Background: an optimization exercise with open tools, aiming at small area, a short achievable clock period and few clock cycles per item. Do not read the settings as production practice. The RTL was checked by simulation tests, not by an equivalence proof against the original design. Power is estimated from default activity; no workload was simulated.

[design/flow/run.sh]
#!/bin/bash
# synth_recipe.tcl (not shown) runs the flow's synth.tcl, then flattens the netlist and writes it again
# the make line also repeats each setting of config.mk as NAME=value (left out here)
make -C /OpenROAD-flow-scripts/flow DESIGN_CONFIG=/design/flow/config.mk WORK_HOME=/design/flow/orfs CLKGATE_MAP_FILE= SYNTH_SCRIPT=/design/flow/synth_recipe.tcl finish
[design/flow/config.mk]
export PLATFORM = sky130hd
export DESIGN_NAME = FloatALUUnit
export DESIGN_NICKNAME = FloatALUUnit
export VERILOG_FILES = /design/flow/design.v
export SDC_FILE = /design/flow/constraint.sdc
export NUM_CORES = 4
export LEC_CHECK = 0
export CAP_MARGIN = 20
export CORE_MARGIN = 2
export CORE_UTILIZATION = 40
export SLEW_MARGIN = 20
[design/flow/constraint.sdc]
create_clock -name core_clock -period 100.0 [get_ports {clk}]
set_input_delay 20.0000 -clock core_clock [delete_from_list [all_inputs] [get_ports {clk}]]
set_output_delay 20.0000 -clock core_clock [all_outputs]
set_load 0.01 [all_outputs]
[design/flow/design.v]
`timescale 1ns / 1ps
module Reduction_and8bit(input [7:0] in,output out);
	wire w1,w2,w3,w4,w5,w6;
	and(w1,in[1],in[0]);
	and(w2,in[2],w1);
	and(w3,in[3],w2);
	and(w4,in[4],w3);
	and(w5,in[5],w4);
	and(w6,in[6],w5);
	and(out,in[7],w6);
endmodule
module Reduction_or8bit(input [7:0] in,output out);
	wire w1,w2,w3,w4,w5,w6;
	or(w1,in[1],in[0]);
	or(w2,in[2],w1);
	or(w3,in[3],w2);
	or(w4,in[4],w3);
	or(w5,in[5],w4);
	or(w6,in[6],w5);
	or(out,in[7],w6);
endmodule
module Reduction_or24bit(input [23:0] in,output out);
    wire o1,o2,o3;
	Reduction_or8bit RO01(.in(in[7:0]),.out(o1));
	Reduction_or8bit RO02(.in(in[15:8]),.out(o2));
	Reduction_or8bit RO03(.in(in[23:16]),.out(o3));
	or(out,o1,o2,o3);
endmodule
module Reduction_nor31bit(input [30:0] in,output out);
    wire o1;
    wire o2;
	Reduction_or24bit RO01(.in(in[23:0]),.out(o1));
	Reduction_or8bit RO02(.in({1'b0,in[30:24]}),.out(o2));
	nor(out,o1,o2);
endmodule
module Complement8bit(input [7:0] in,output [7:0] out);
	not(out[0],in[0]);
	not(out[1],in[1]);
	not(out[2],in[2]);
	not(out[3],in[3]);
	not(out[4],in[4]);
	not(out[5],in[5]);
	not(out[6],in[6]);
	not(out[7],in[7]);
endmodule
module Complement24bit(input [23:0] in,output [23:0] out);
	Complement8bit C01(.in(in[7:0]),.out(out[7:0]));
	Complement8bit C02(.in(in[15:8]),.out(out[15:8]));
	Complement8bit C03(.in(in[23:16]),.out(out[23:16]));
endmodule
module Adder4bit(input [3:0] a,input [3:0] b,input cin,output [3:0]sum,output cout);
	wire g0,g1,g2,g3,p0,p1,p2,p3,c2,c1,c0;
	assign g0 = a[0]&b[0];
	assign g1 = a[1]&b[1];
	assign g2 = a[2]&b[2];
	assign g3 = a[3]&b[3];
	assign p0 = a[0]^b[0];
	assign p1 = a[1]^b[1];
	assign p2 = a[2]^b[2];
	assign p3 = a[3]^b[3];
	assign c0 = g0 |( p0 & cin);
	assign c1 = g1 | (p1&g0)| (p1&p0&cin);
	assign c2 = g2 | (p2&g1) | (p2&p1&g0) | (p2&p1&p0&cin);
	assign cout = g3 | (p3&g2) | (p3&p2&g1) | (p3&p2&p1&g0) | (p3&p2&p1&p0&cin);
	xor(sum[0],p0,cin);
	xor(sum[1],p1,c0);
	xor(sum[2],p2,c1);
	xor(sum[3],p3,c2);
endmodule
module Adder8bit(input [7:0] a,input [7:0] b,input cin,output [7:0]sum,output cout);
    wire ctemp;
	Adder4bit ADD01(.a(a[3:0]),.b(b[3:0]),.cin(cin),.sum(sum[3:0]),.cout(ctemp));
	Adder4bit ADD02(.a(a[7:4]),.b(b[7:4]),.cin(ctemp),.sum(sum[7:4]),.cout(cout));
endmodule
module Adder9bit(input [8:0] a,input [8:0] b,input cin,output [8:0]sum,output cout);
    wire ctemp;
	Adder8bit ADD01(.a(a[7:0]),.b(b[7:0]),.cin(cin),.sum(sum[7:0]),.cout(ctemp));
	xor(sum[8],a[8],b[8],ctemp);
	assign cout = a[8]&b[8] | a[8]&ctemp | ctemp&b[8];
endmodule
module Adder24bit(input [23:0] a,input [23:0] b,input cin,output [23:0]sum,output cout);
    wire ctemp1,ctemp2;
	Adder8bit ADD01(.a(a[7:0]),.b(b[7:0]),.cin(cin),.sum(sum[7:0]),.cout(ctemp1));
	Adder8bit ADD02(.a(a[15:8]),.b(b[15:8]),.cin(ctemp1),.sum(sum[15:8]),.cout(ctemp2));
	Adder8bit ADD03(.a(a[23:16]),.b(b[23:16]),.cin(ctemp2),.sum(sum[23:16]),.cout(cout));
endmodule
module Complement8bit_2s(input [7:0] in,output [7:0] out);
	wire [7:0] outtemp;
	Complement8bit C01(.in(in),.out(outtemp));
	Adder8bit ADD01(.a(outtemp),.b(8'b0000_0001),.cin(1'b0),.sum(out),.cout());
endmodule
module Complement24bit_2s(input [23:0] in,output [23:0] out);
	wire [23:0] outtemp;
	Complement24bit C01(.in(in),.out(outtemp));
	Adder24bit ADD01(.a(outtemp),.b(24'b0000_0000_0000_0000_0000_0001),.cin(1'b0),.sum(out),.cout());
endmodule
module Mux_1Bit(input in0,input in1 ,input sl,output out);
	wire w1,w2,invSL;
	not(invSL,sl);
	and(w1,in0,invSL);
	and(w2,in1,sl);
	or(out,w1,w2);
endmodule
module Mux_8Bit(input [7:0] in0,input [7:0] in1 ,input sl,output [7:0] out);
	Mux_1Bit M01(.in0(in0[0]),.in1(in1[0]) ,.sl(sl),.out(out[0]));
	Mux_1Bit M02(.in0(in0[1]),.in1(in1[1]) ,.sl(sl),.out(out[1]));
	Mux_1Bit M03(.in0(in0[2]),.in1(in1[2]) ,.sl(sl),.out(out[2]));
	Mux_1Bit M04(.in0(in0[3]),.in1(in1[3]) ,.sl(sl),.out(out[3]));
	Mux_1Bit M05(.in0(in0[4]),.in1(in1[4]) ,.sl(sl),.out(out[4]));
	Mux_1Bit M06(.in0(in0[5]),.in1(in1[5]) ,.sl(sl),.out(out[5]));
	Mux_1Bit M07(.in0(in0[6]),.in1(in1[6]) ,.sl(sl),.out(out[6]));
	Mux_1Bit M08(.in0(in0[7]),.in1(in1[7]) ,.sl(sl),.out(out[7]));
endmodule
module Mux_24Bit(input [23:0] in0,input [23:0] in1 ,input sl,output [23:0] out);
	Mux_8Bit M01(.in0(in0[7:0]),.in1(in1[7:0]) ,.sl(sl),.out(out[7:0]));
	Mux_8Bit M02(.in0(in0[15:8]),.in1(in1[15:8]) ,.sl(sl),.out(out[15:8]));
	Mux_8Bit M03(.in0(in0[23:16]),.in1(in1[23:16]) ,.sl(sl),.out(out[23:16]));
endmodule
module Mux_32Bit(input [31:0] in0,input [31:0] in1 ,input sl,output [31:0] out);
	Mux_24Bit M01(.in0(in0[23:0]),.in1(in1[23:0]),.sl(sl),.out(out[23:0]));
	Mux_8Bit M02(.in0(in0[31:24]),.in1(in1[31:24]),.sl(sl),.out(out[31:24]));
endmodule
module Multiplier24bit(input [23:0] a,input [23:0] b,output [47:0]mul);
	assign mul = a*b;
endmodule
module Divider24bit(input [47:0] a,input [23:0] b,output [24:0]div);
	wire [47:0] div_temp;
	assign div_temp = a/b;
	assign div = div_temp[24:0];
endmodule
module normalizeMandfindShift(
					input[23:0] M_result,
					input M_carry,
					input real_oper,
					output reg [22:0] normalized_M,
					output reg [4:0] shift
					);
reg [23:0] M_temp;
always @(*)
begin
	M_temp = 24'b0;
	if(M_carry & !real_oper)
	begin
		normalized_M = M_result[23:1] + {22'b0,M_result[0]};
		shift = 5'd0;
	end
	else
	begin
		casex(M_result)
			24'b1xxx_xxxx_xxxx_xxxx_xxxx_xxxx:
			begin
				normalized_M = M_result[22:0];
				shift = 5'd0;
			end
			24'b01xx_xxxx_xxxx_xxxx_xxxx_xxxx:
			begin
				M_temp = M_result << 1;
				normalized_M = M_temp[22:0];
				shift = 5'd1;
			end
			24'b001x_xxxx_xxxx_xxxx_xxxx_xxxx:
			begin
				M_temp = M_result << 2;
				normalized_M = M_temp[22:0];
				shift = 5'd2;
			end			
			24'b0001_xxxx_xxxx_xxxx_xxxx_xxxx:
			begin
				M_temp = M_result << 3;
				normalized_M = M_temp[22:0];
				shift = 5'd3;
			end			
			24'b0000_1xxx_xxxx_xxxx_xxxx_xxxx:
			begin
				M_temp = M_result << 4;
				normalized_M = M_temp[22:0];
				shift = 5'd4;
			end			
			24'b0000_01xx_xxxx_xxxx_xxxx_xxxx:
			begin
				M_temp = M_result << 5;
				normalized_M = M_temp[22:0];
				shift = 5'd5;
			end			
			24'b0000_001x_xxxx_xxxx_xxxx_xxxx:
			begin
				M_temp = M_result << 6;
				normalized_M = M_temp[22:0];
				shift = 5'd6;
			end			
			24'b0000_0001_xxxx_xxxx_xxxx_xxxx:
			begin
				M_temp = M_result << 7;
				normalized_M = M_temp[22:0];
				shift = 5'd7;
			end			
			24'b0000_0000_1xxx_xxxx_xxxx_xxxx:
			begin
				M_temp = M_result << 8;
				normalized_M = M_temp[22:0];
				shift = 5'd8;
			end			
			24'b0000_0000_01xx_xxxx_xxxx_xxxx:
			begin
				M_temp = M_result << 9;
				normalized_M = M_temp[22:0];
				shift = 5'd9;
			end			
			24'b0000_0000_001x_xxxx_xxxx_xxxx:
			begin
				M_temp = M_result << 10;
				normalized_M = M_temp[22:0];
				shift = 5'd10;
			end			
			24'b0000_0000_0001_xxxx_xxxx_xxxx:
			begin
				M_temp = M_result << 11;
				normalized_M = M_temp[22:0];
				shift = 5'd11;
			end			
			24'b0000_0000_0000_1xxx_xxxx_xxxx:
			begin
				M_temp = M_result << 12;
				normalized_M = M_temp[22:0];
				shift = 5'd12;
			end			
			24'b0000_0000_0000_01xx_xxxx_xxxx:
			begin
				M_temp = M_result << 13;
				normalized_M = M_temp[22:0];
				shift = 5'd13;
			end			
			24'b0000_0000_0000_001x_xxxx_xxxx:
			begin
				M_temp = M_result << 14;
				normalized_M = M_temp[22:0];
				shift = 5'd14;
			end			
			24'b0000_0000_0000_0001_xxxx_xxxx:
			begin
				M_temp = M_result << 15;
				normalized_M = M_temp[22:0];
				shift = 5'd15;
			end			
			24'b0000_0000_0000_0000_1xxx_xxxx:
			begin
				M_temp = M_result << 16;
				normalized_M = M_temp[22:0];
				shift = 5'd16;
			end			
			24'b0000_0000_0000_0000_01xx_xxxx:
			begin
				M_temp = M_result << 17;
				normalized_M = M_temp[22:0];
				shift = 5'd17;
			end			
			24'b0000_0000_0000_0000_001x_xxxx:
			begin
				M_temp = M_result << 18;
				normalized_M = M_temp[22:0];
				shift = 5'd18;
			end			
			24'b0000_0000_0000_0001_0001_xxxx:
			begin
				M_temp = M_result << 19;
				normalized_M = M_temp[22:0];
				shift = 5'd19;
			end			
			24'b0000_0000_0000_0000_0000_1xxx:
			begin
				M_temp = M_result << 20;
				normalized_M = M_temp[22:0];
				shift = 5'd20;
			end			
			24'b0000_0000_0000_0000_0000_01xx:
			begin
				M_temp = M_result << 21;
				normalized_M = M_temp[22:0];
				shift = 5'd21;
			end			
			24'b0000_0000_0000_0000_0000_001x:
			begin
				M_temp = M_result << 22;
				normalized_M = M_temp[22:0];
				shift = 5'd22;
			end			
			24'b0000_0000_0000_0000_0000_0001:
			begin
				M_temp = M_result << 23;
				normalized_M = M_temp[22:0];
				shift = 5'd23;
			end			
			default:
			begin
				normalized_M = 23'b0;
				shift = 5'd0;
			end			
		endcase	
	end
end										
endmodule
`timescale 1ns / 1ps
module add_sub(
    input [31:0] n1,
    input [31:0] n2,
    output [31:0] result,
    input sub,
    output Overflow,
    output Underflow,
    output Exception
    );
wire real_oper,real_sign,M_carry;
wire isElLessThanE2,reduced_and_E1,reduced_and_E2,reduced_or_E1,reduced_or_E2;
wire [7:0] temp_exp_diff,One_Added_E,new_E,complemented_temp_exp_diff,exp_diff,E,complemented_E2,complemented_shift_E;
wire [8:0] final_E;
wire [23:0] M1,M2,complemented_M2,complemented_M_result,M_result,M_result2,new_M2;
wire w1,w2,w3,final_sign;
wire [22:0] final_M;
wire[4:0] shift_E;
wire isE1GreaterThanE2;
Reduction_and8bit RA01(.in(n1[30:23]),.out(reduced_and_E1));
Reduction_and8bit RA02(.in(n2[30:23]),.out(reduced_and_E2));
or(Exception,reduced_and_E1,reduced_and_E2);
Reduction_or8bit RO01(.in(n1[30:23]),.out(reduced_or_E1));
Reduction_or8bit RO02(.in(n1[30:23]),.out(reduced_or_E2));
Complement8bit C01(.in(n2[30:23]),.out(complemented_E2));
Adder8bit ADD01(.a(n1[30:23]),.b(complemented_E2),.cin(1'b1),.sum(temp_exp_diff),.cout(isE1GreaterThanE2));
Complement8bit_2s C023(.in(temp_exp_diff),.out(complemented_temp_exp_diff));
Mux_8Bit M011(.in0(complemented_temp_exp_diff),.in1(temp_exp_diff),.sl(isE1GreaterThanE2),.out(exp_diff));
Mux_8Bit M03(.in0(n2[30:23]),.in1(n1[30:23]),.sl(isE1GreaterThanE2),.out(E));
assign M1 = isE1GreaterThanE2? {reduced_or_E1,n1[22:0]}:{reduced_or_E1,n1[22:0]} >> exp_diff;
assign M2 = isE1GreaterThanE2?{reduced_or_E2,n2[22:0]} >> exp_diff:{reduced_or_E2,n2[22:0]};
xor(real_oper,sub,n1[31],n2[31]);
buf(real_sign,n1[31]);
Complement24bit C02(.in(M2),.out(complemented_M2));
Mux_24Bit M04(.in0(M2),.in1(complemented_M2),.sl(real_oper),.out(new_M2));
Adder24bit ADD02(.a(M1),.b(new_M2),.cin(real_oper),.sum(M_result),.cout(M_carry));
and(w1,~real_sign,real_oper,~M_carry);
and(w2,~real_oper,real_sign);
and(w3,M_carry,real_sign);
or(final_sign,w1,w2,w3);
Adder8bit ADD0212(.a(E),.b(8'd1),.cin(1'b0),.sum(One_Added_E),.cout());
Mux_8Bit M031(.in0(E),.in1(One_Added_E),.sl(M_carry&!real_oper),.out(new_E));
Complement24bit_2s C03(.in(M_result),.out(complemented_M_result));
Mux_24Bit M05(.in0(M_result),.in1(complemented_M_result),.sl(real_oper&!M_carry),.out(M_result2));
normalizeMandfindShift NM(.M_result(M_result2),.M_carry(M_carry),.real_oper(real_oper),.normalized_M(final_M),.shift(shift_E));
Complement8bit C04(.in({3'b000,shift_E}),.out(complemented_shift_E));
Adder8bit ADD03(.a(new_E),.b(complemented_shift_E),.cin(1'b1),.sum(final_E[7:0]),.cout(final_E[8]));
assign result = {final_sign,final_E[7:0],final_M};
not(Underflow,final_E[8]);
and(Overflow,&One_Added_E,~|shift_E);
endmodule
`timescale 1ns / 1ps
module mul( 
				input [31:0] n1,
				input [31:0] n2,
				output [31:0] result,
				output Overflow,
				output Underflow,
				output Exception
			);
wire [8:0] sum_E,final_E;
wire [47:0] M_mul_result;
wire [23:0] normalized_M_mul_result;
wire [22:0] final_M;
wire final_sign,reduced_and_E1,reduced_and_E2,reduced_or_E1,reduced_or_E2,carry_E;
wire mul_round1,mul_round2,final_product_round;
wire temp;
Reduction_and8bit RA01(.in(n1[30:23]),.out(reduced_and_E1));
Reduction_and8bit RA02(.in(n2[30:23]),.out(reduced_and_E2));
or(Exception,reduced_and_E1,reduced_and_E2);
xor(final_sign,n1[31],n2[31]);
Reduction_or8bit RO01(.in(n1[30:23]),.out(reduced_or_E1));
Reduction_or8bit RO02(.in(n1[30:23]),.out(reduced_or_E2));
Multiplier24bit MUL01(.a({reduced_or_E1,n1[22:0]}),.b({reduced_or_E2,n2[22:0]}),.mul(M_mul_result));
Reduction_or24bit RO03(.in({1'b0,M_mul_result[22:0]}),.out(mul_round1));
Reduction_or24bit RO04(.in(M_mul_result[23:0]),.out(mul_round2));
Mux_1Bit M01(.in0(mul_round1),.in1(mul_round2),.sl(M_mul_result[47]),.out(final_product_round));
Mux_24Bit M02(.in0({1'b0,M_mul_result[45:23]}),.in1({1'b0,M_mul_result[46:24]}),.sl(M_mul_result[47]),.out(normalized_M_mul_result));
Adder24bit ADD23(.a({1'b0,normalized_M_mul_result[22:0]}),.b({23'b0,final_product_round}),.cin(1'b0),.sum({temp,final_M}),.cout());
Adder8bit ADD01(.a(n1[30:23]),.b(n2[30:23]),.cin(1'b0),.sum(sum_E[7:0]),.cout(sum_E[8]));
Adder9bit ADD02(.a(sum_E),.b(9'b110000001),.cin(M_mul_result[47]),.sum(final_E),.cout(carry_E));
not(Underflow,carry_E);
and(Overflow,carry_E,final_E[8]);
assign result = {final_sign,final_E[7:0],final_M};
endmodule
`timescale 1ns / 1ps
module div(
			input [31:0] n1,
			input [31:0] n2,
			output [31:0] result,
			output Overflow,
			output Underflow,
			output Exception
         );
wire is_n2_zero,reduced_and_E1,reduced_and_E2,reduced_or_E1,reduced_or_E2,Overflow1,Underflow1,Overflow2,Underflow2;
wire [24:0] M_div_result;
wire [8:0] temp_E2,temp_E3;
wire [7:0] complemented_E2,complemented_shift_E1,sub_E,bias_added_E,temp_E1,final_E;
wire [4:0] shift_E1,shift_E2;
wire [22:0] normalized_M1,normalized_M2,final_M;
wire final_sign,temp;
Reduction_and8bit RA01(.in(n1[30:23]),.out(reduced_and_E1));
Reduction_and8bit RA02(.in(n2[30:23]),.out(reduced_and_E2));
Reduction_nor31bit RN01(.in(n2[30:0]),.out(is_n2_zero));
or(Exception,reduced_and_E1,reduced_and_E2,is_n2_zero);
xor(final_sign,n1[31],n2[31]);
Reduction_or8bit RO01(.in(n1[30:23]),.out(reduced_or_E1));
Reduction_or8bit RO02(.in(n1[30:23]),.out(reduced_or_E2));
Complement8bit C01(.in(n2[30:23]),.out(complemented_E2));
Adder8bit ADD01(.a(n1[30:23]),.b(complemented_E2),.cin(1'b1),.sum(sub_E),.cout());
Adder8bit ADD02(.a(sub_E),.b(8'b01111111),.cin(1'b0),.sum(bias_added_E),.cout());
normalizeMandfindShift NM1(.M_result({reduced_or_E1,n1[22:0]}),.M_carry(1'b0),.real_oper(1'b0),.normalized_M(normalized_M1),.shift(shift_E1));
normalizeMandfindShift NM2(.M_result({reduced_or_E2,n2[22:0]}),.M_carry(1'b0),.real_oper(1'b0),.normalized_M(normalized_M2),.shift(shift_E2));
Divider24bit DIV01(.a({1'b1,normalized_M1,24'b0}),.b({1'b1,normalized_M2}),.div(M_div_result));
Mux_24Bit M02(.in0({1'b0,M_div_result[22:0]}),.in1({1'b0,M_div_result[23:1]}),.sl(M_div_result[24]),.out({temp,final_M}));
Complement8bit C02(.in({3'b000,shift_E1}),.out(complemented_shift_E1));
Adder8bit ADD03(.a(bias_added_E),.b(complemented_shift_E1),.cin(1'b1),.sum(temp_E1),.cout());
Adder8bit ADD04(.a(temp_E1),.b({3'b000,shift_E2}),.cin(1'b0),.sum(temp_E2[7:0]),.cout(temp_E2[8]));
and(Overflow1,1'b0,temp_E2[8]);
nor(Underflow1,1'b0,temp_E2[8]);
Adder8bit ADD05(.a(temp_E2[7:0]),.b(8'b11111111),.cin(1'b0),.sum(temp_E3[7:0]),.cout(temp_E3[8]));
and(Overflow2,temp_E2[8],temp_E3[8]);
nor(Underflow2,temp_E2[8],temp_E3[8]);
Mux_8Bit M03(.in0(temp_E3[7:0]),.in1(temp_E2[7:0]),.sl(M_div_result[24]),.out(final_E));
Mux_1Bit M04(.in0(Overflow2),.in1(Overflow1),.sl(M_div_result[24]),.out(Overflow));
Mux_1Bit M05(.in0(Underflow2),.in1(Underflow1),.sl(M_div_result[24]),.out(Underflow));
assign result = {final_sign,final_E[7:0],final_M};
endmodule
`timescale 1ns / 1ps
module FloatALU(n1,n2,oper,result,LessThan,Overflow,Underflow,Exception);
input [31:0] n1,n2;
input[1:0] oper;
output LessThan,Overflow,Underflow,Exception;
output [31:0] result;
wire [31:0] temp_result,result1,result2,result3,result4,result5,result6;
wire [31:0] result_equal;
wire Overflow1,Underflow1,Exception1,Overflow2,Underflow2,Exception2,Overflow3,Underflow3,Exception3;
wire temp1,temp2,temp3;
add_sub AS1(.n1(n1),.n2(n2),.result(result1),.sub(|oper),.Overflow(Overflow1),.Underflow(Underflow1),.Exception(Exception1));
add_sub AS2(.n1(n1),.n2(n2),.result(result_equal),.sub(1),.Overflow(),.Underflow(),.Exception());
mul M(.n1(n1),.n2(n2),.result(result2),.Overflow(Overflow2),.Underflow(Underflow2),.Exception(Exception2));
div D(.n1(n1),.n2(n2),.result(result3),.Overflow(Overflow3),.Underflow(Underflow3),.Exception(Exception3));
assign LessThan = result_equal[31] ? 1'b1 : 1'b0;
Mux_32Bit M01(.in0(result1),.in1(result2),.sl(oper[1]),.out(temp_result));
Mux_32Bit M02(.in0(temp_result),.in1(result3),.sl(&oper),.out(result4));
Mux_1Bit M03(.in0(Overflow1),.in1(Overflow2),.sl(oper[1]),.out(temp1));
Mux_1Bit M04(.in0(temp1),.in1(Overflow3),.sl(&oper),.out(Overflow));
Mux_1Bit M05(.in0(Underflow1),.in1(Underflow2),.sl(oper[1]),.out(temp2));
Mux_1Bit M06(.in0(temp2),.in1(Underflow3),.sl(&oper),.out(Underflow));
Mux_1Bit M07(.in0(Exception1),.in1(Exception2),.sl(oper[1]),.out(temp3));
Mux_1Bit M08(.in0(temp3),.in1(Exception3),.sl(&oper),.out(Exception));
Mux_32Bit M09(.in0(result4),.in1(32'b1_11111111_11111111111111111111111),.sl(Exception),.out(result5));
Mux_32Bit M010(.in0(result5),.in1({result4[31],31'b00000000_00000000000000000000000}),.sl(Underflow),.out(result6));
Mux_32Bit M011(.in0(result6),.in1({result4[31],31'b11111111_00000000000000000000000}),.sl(Overflow),.out(result));
endmodule
`timescale 1ns / 1ps
module FloatALUUnit(
    input             clk,
    input             rst,
    input             in_valid,
    output            in_ready,
    input      [1:0]  oper,
    input      [31:0] n1,
    input      [31:0] n2,
    output reg        out_valid,
    output reg [31:0] result,
    output reg        LessThan,
    output reg        Overflow,
    output reg        Underflow,
    output reg        Exception
    );
reg        s1_valid;
reg [1:0]  s1_oper;
reg [31:0] s1_n1, s1_n2;
wire [31:0] alu_result;
wire        alu_lt, alu_ov, alu_uf, alu_ex;
assign in_ready = 1'b1;
always @(posedge clk) begin
    if (rst)
        s1_valid <= 1'b0;
    else
        s1_valid <= in_valid;
    if (in_valid) begin
        s1_oper <= oper;
        s1_n1   <= n1;
        s1_n2   <= n2;
    end
end
FloatALU ALU (.n1(s1_n1), .n2(s1_n2), .oper(s1_oper), .result(alu_result),
              .LessThan(alu_lt), .Overflow(alu_ov), .Underflow(alu_uf), .Exception(alu_ex));
always @(posedge clk) begin
    if (rst)
        out_valid <= 1'b0;
    else
        out_valid <= s1_valid;
    if (s1_valid) begin
        result    <= alu_result;
        LessThan  <= alu_lt;
        Overflow  <= alu_ov;
        Underflow <= alu_uf;
        Exception <= alu_ex;
    end
end
endmodule
==> notes.md <==
[cells in the final DEF (no fill, tap or decap), drive strengths merged, types with 59 or more instances in the layout]
master         netlist  final
o211ai              87     87
nor4                98     98
nor2               993    994
a211oi             113    113
ha                 834    834
mux2i              115    115
fa                 495    495
clkdlybuf4s50        0    104
o31ai               90     90
edfxtp             102    102
a21oi              966    968
and3                91     91
nor3               301    301
a221oi             112    112
a21o               263    264
a31oi               86     86
o21a               317    317
and2               329    329
nor2b              109    109
mux2               136    136
xor2               227    227
o21ai              584    584
o21bai             168    168
buf                131    784
nand3              255    255
nand2             1126   1127
or2                 59     59
inv                720    723
nand4              170    170
o22ai               69     69
a22oi               84     84
xnor2              571    571
or3                 99     99
nand2b             119    119
[routing by layer]
layer,up-vias,global-route usage,wire length (µm)
met5,-,0,128
met4,18,0.1729,22940
met3,977,0.04399,26830
met2,4100,0.5489,166600
met1,43982,0.4289,151500
li1,41477,-,-
[cell type report]
cell class / count / area share
sequential: 104 / 0.03325
tap: 2672 / 0.03579
timing repair buffer: 896 / 0.07982
multi-input combinational: 9822 / 0.8184
antenna: 18 / 0.0004821
clock inverter: 6 / 0.0006696
clock buffer: 10 / 0.002451
inverter: 723 / 0.02912
[cells by family after synthesis]
group | after synthesis | synth area share
simple gates | 3925 | 0.2364
compound gates | 3494 | 0.2894
buf+inv | 1335 | 0.06332
fa+ha+maj | 1330 | 0.2497
xor+xnor | 799 | 0.08630
mux | 264 | 0.03675
flops | 104 | 0.03807
other cells | 1 | 0.00004601
[registers in the layout, indices dropped and copies added (netlist names)]
signal,cells
Exception,1
LessThan,1
Overflow,1
Underflow,1
out_valid,1
result,32
s1_n1,32
s1_n2,32
s1_oper,2
s1_valid,1
[Yosys cell counts (287+ instances only)]
cell type	n	area, µm²
o21a_1	316	2372
and2_1	324	2027
nand2_1	1125	4223
a21oi_1	960	4805
xnor2_1	569	4984
fa_1	495	9910
nor2_1	988	3709
inv_1	719	2699
nor3_1	287	1436
o21ai_0	529	2648
ha_1	834	10440
clkbuf_1	479	1798
[timing repair]
action	4_1_cts	5_1_grt
resized for setup	5	444
cloned	1	18
buffers inserted	5	224
endpoints found under the setup margin	1	3
pin swaps	2	317
[through the flow]
step / utilization / total power [W] / instance area (µm²)
global placement: 0.4400 / 0.4001 / 89030
CTS: 0.4421 / 0.4020 / 89440
finish: 0.4618 / 0.4182 / 93420
detailed placement: 0.4402 / 0.4013 / 89060
global route: 0.4616 / 0.4248 / 93380
floorplan: - / 0.4288 / 83380
==> metrics.csv <==
metric,value,unit
status,timing/DRC/antenna clean,
cts_hold_buf,0,
fin_tns_setup,0,ns
cp.depth,565,
p_clk,0.0000434,W
grt_pass1_vias,85852,
cell_internal_pwr,0.1690,W
yosysSeqAreaShare,0.03807,
worst_setup_path_start_kind,register,
power_frac_comb,1.000,
gr-total-overflow,0,
drc_errors,0,
synth_cell_type_count,147,
cp-end-kind,register,
cts_max_path_buffers,2,
wl,368000,µm
insertion_delay,0.47,ns
max_slew_margin,0.1264,
swShare,0.5959,
critical_path_buf_inv_count,37,
initial_utilization,0.4029,
skew,0.02405,ns
syn2layout_area_growth,14.61,%
comb_power,0.418,W
wl_per_cell,25.82,µm
required,100.18,ns
first_pass_iters,10,
power_density,4476,nW/µm²
critPathMaxFanout,14,
layout_min_cycle_time,97.29,ns
drt_first_iter_violations,9770,
r2r_end,result[0]$_DFFE_PP_,
syn_area_per_cell,7.244,µm²
reg2reg_from,s1_n1[29]$_DFFE_PP_,
cts.htree.levels,3,
seqPwrFrac,0,
cts-root-buf,clkbuf_16,
grt_max_degree,70,
r2r_slack,2.71,ns
grt_pass1_wl,541400,µm
critical_path_class,reg -> reg,
cpPeakStageDelay,0.65,ns
cp.arrival,97.47,ns
die_w,455.4,µm
synth_warnings,3,
startpoint,s1_n1[29]$_DFFE_PP_,
ff_latch_area,3107,µm²
grt_usage,0.3347,
fin_crit_sh,0.9729,
maxCapViolations,0,
min_to,LessThan$_DFFE_PP_,
seq-power,0.0000821,W
fillers,20525,
syn_inst,11252,
synth_edf_count,102,
hp-start,s1_valid$_SDFF_PP0_,
synth_nets,12650,
async_flop_share,0,
p_switching,0.2492,W
setup_viol,0,
hold_violations,0,
place_inst,13969,
cts.reportedPaths.clkPinSlew,0.11,ns
num_rows,165,
die_area,207400,µm²
layout_setup_ws,2.712,ns
cpMaxStageDelayCell,or4_4,
ys_ff_latch,104,
syn_area,81510,µm²
p_leak,38.95,nW
fmax,0.01028,GHz
vias,90554,
cp_common_cell,o21a_1,
layout-drive-gt1-share,0.1408,
rsz0062_at_grt,yes,
cp-endpoint,result[0]$_DFFE_PP_,
nets,12954,
final_max_slew_viol_count,0,
dp_hpwl,286200,µm
critical-path-top-delay-family,compound AO/OA/AOI/OAI gates,
layoutNonFillerInstCount,14251,
clock_power_share,0,
io_buffer_count,105,
io_pins,107,
clock-sinks,104,
holdPathStages,0,
cts_made_buffers,9,
ys.flop_type,edfxtp_1,
cts_tree,built,
reg2reg_depth,565,
worst_pin_slew,1.299,ns
dpl_worst_slack,-0.4907,ns
multi_input_area,76460,µm²
whs,0.7681,ns
die_height,455.4,µm
gp_congestion,1.017,
antenna_found_initial,27,
drtAntennaViolNets,0,
core,202300,µm²
viasPerCell,6.354,
maxPowerGroup,combinational cells,
hold_class,reg -> reg,
ir_drop,0.004195,V
Testbench counts, summed over its fixed seeds: cycles 32,016, items 32,000.

static timing again, ports no longer ideal:
In the flow no input, the clock included, has a driving cell. The finished layout below was timed again as built, in two steps.
Step 1: set_driving_cell puts a clkbuf_16 on clk and a buf_2 on each other input, an assumption about the parent block.
Step 2 also shifts input and output timing later by t, the mid clock arrival at the registers, as if the neighbouring blocks saw the same clock.
Three values: ideal ports, drivers, drivers and shift; two values: the first two.
shift t [ns]: 0.512
setup slack, ns: 2.712 / 2.712 / 2.712
worst setup path at the end: register to register
clock arrival spread, ns: 0.027 / 0.027
After both steps setup and hold are still met in this run. The setup slack of this run moves by 0.000 ns with the drivers and by 0.000 ns with both steps.
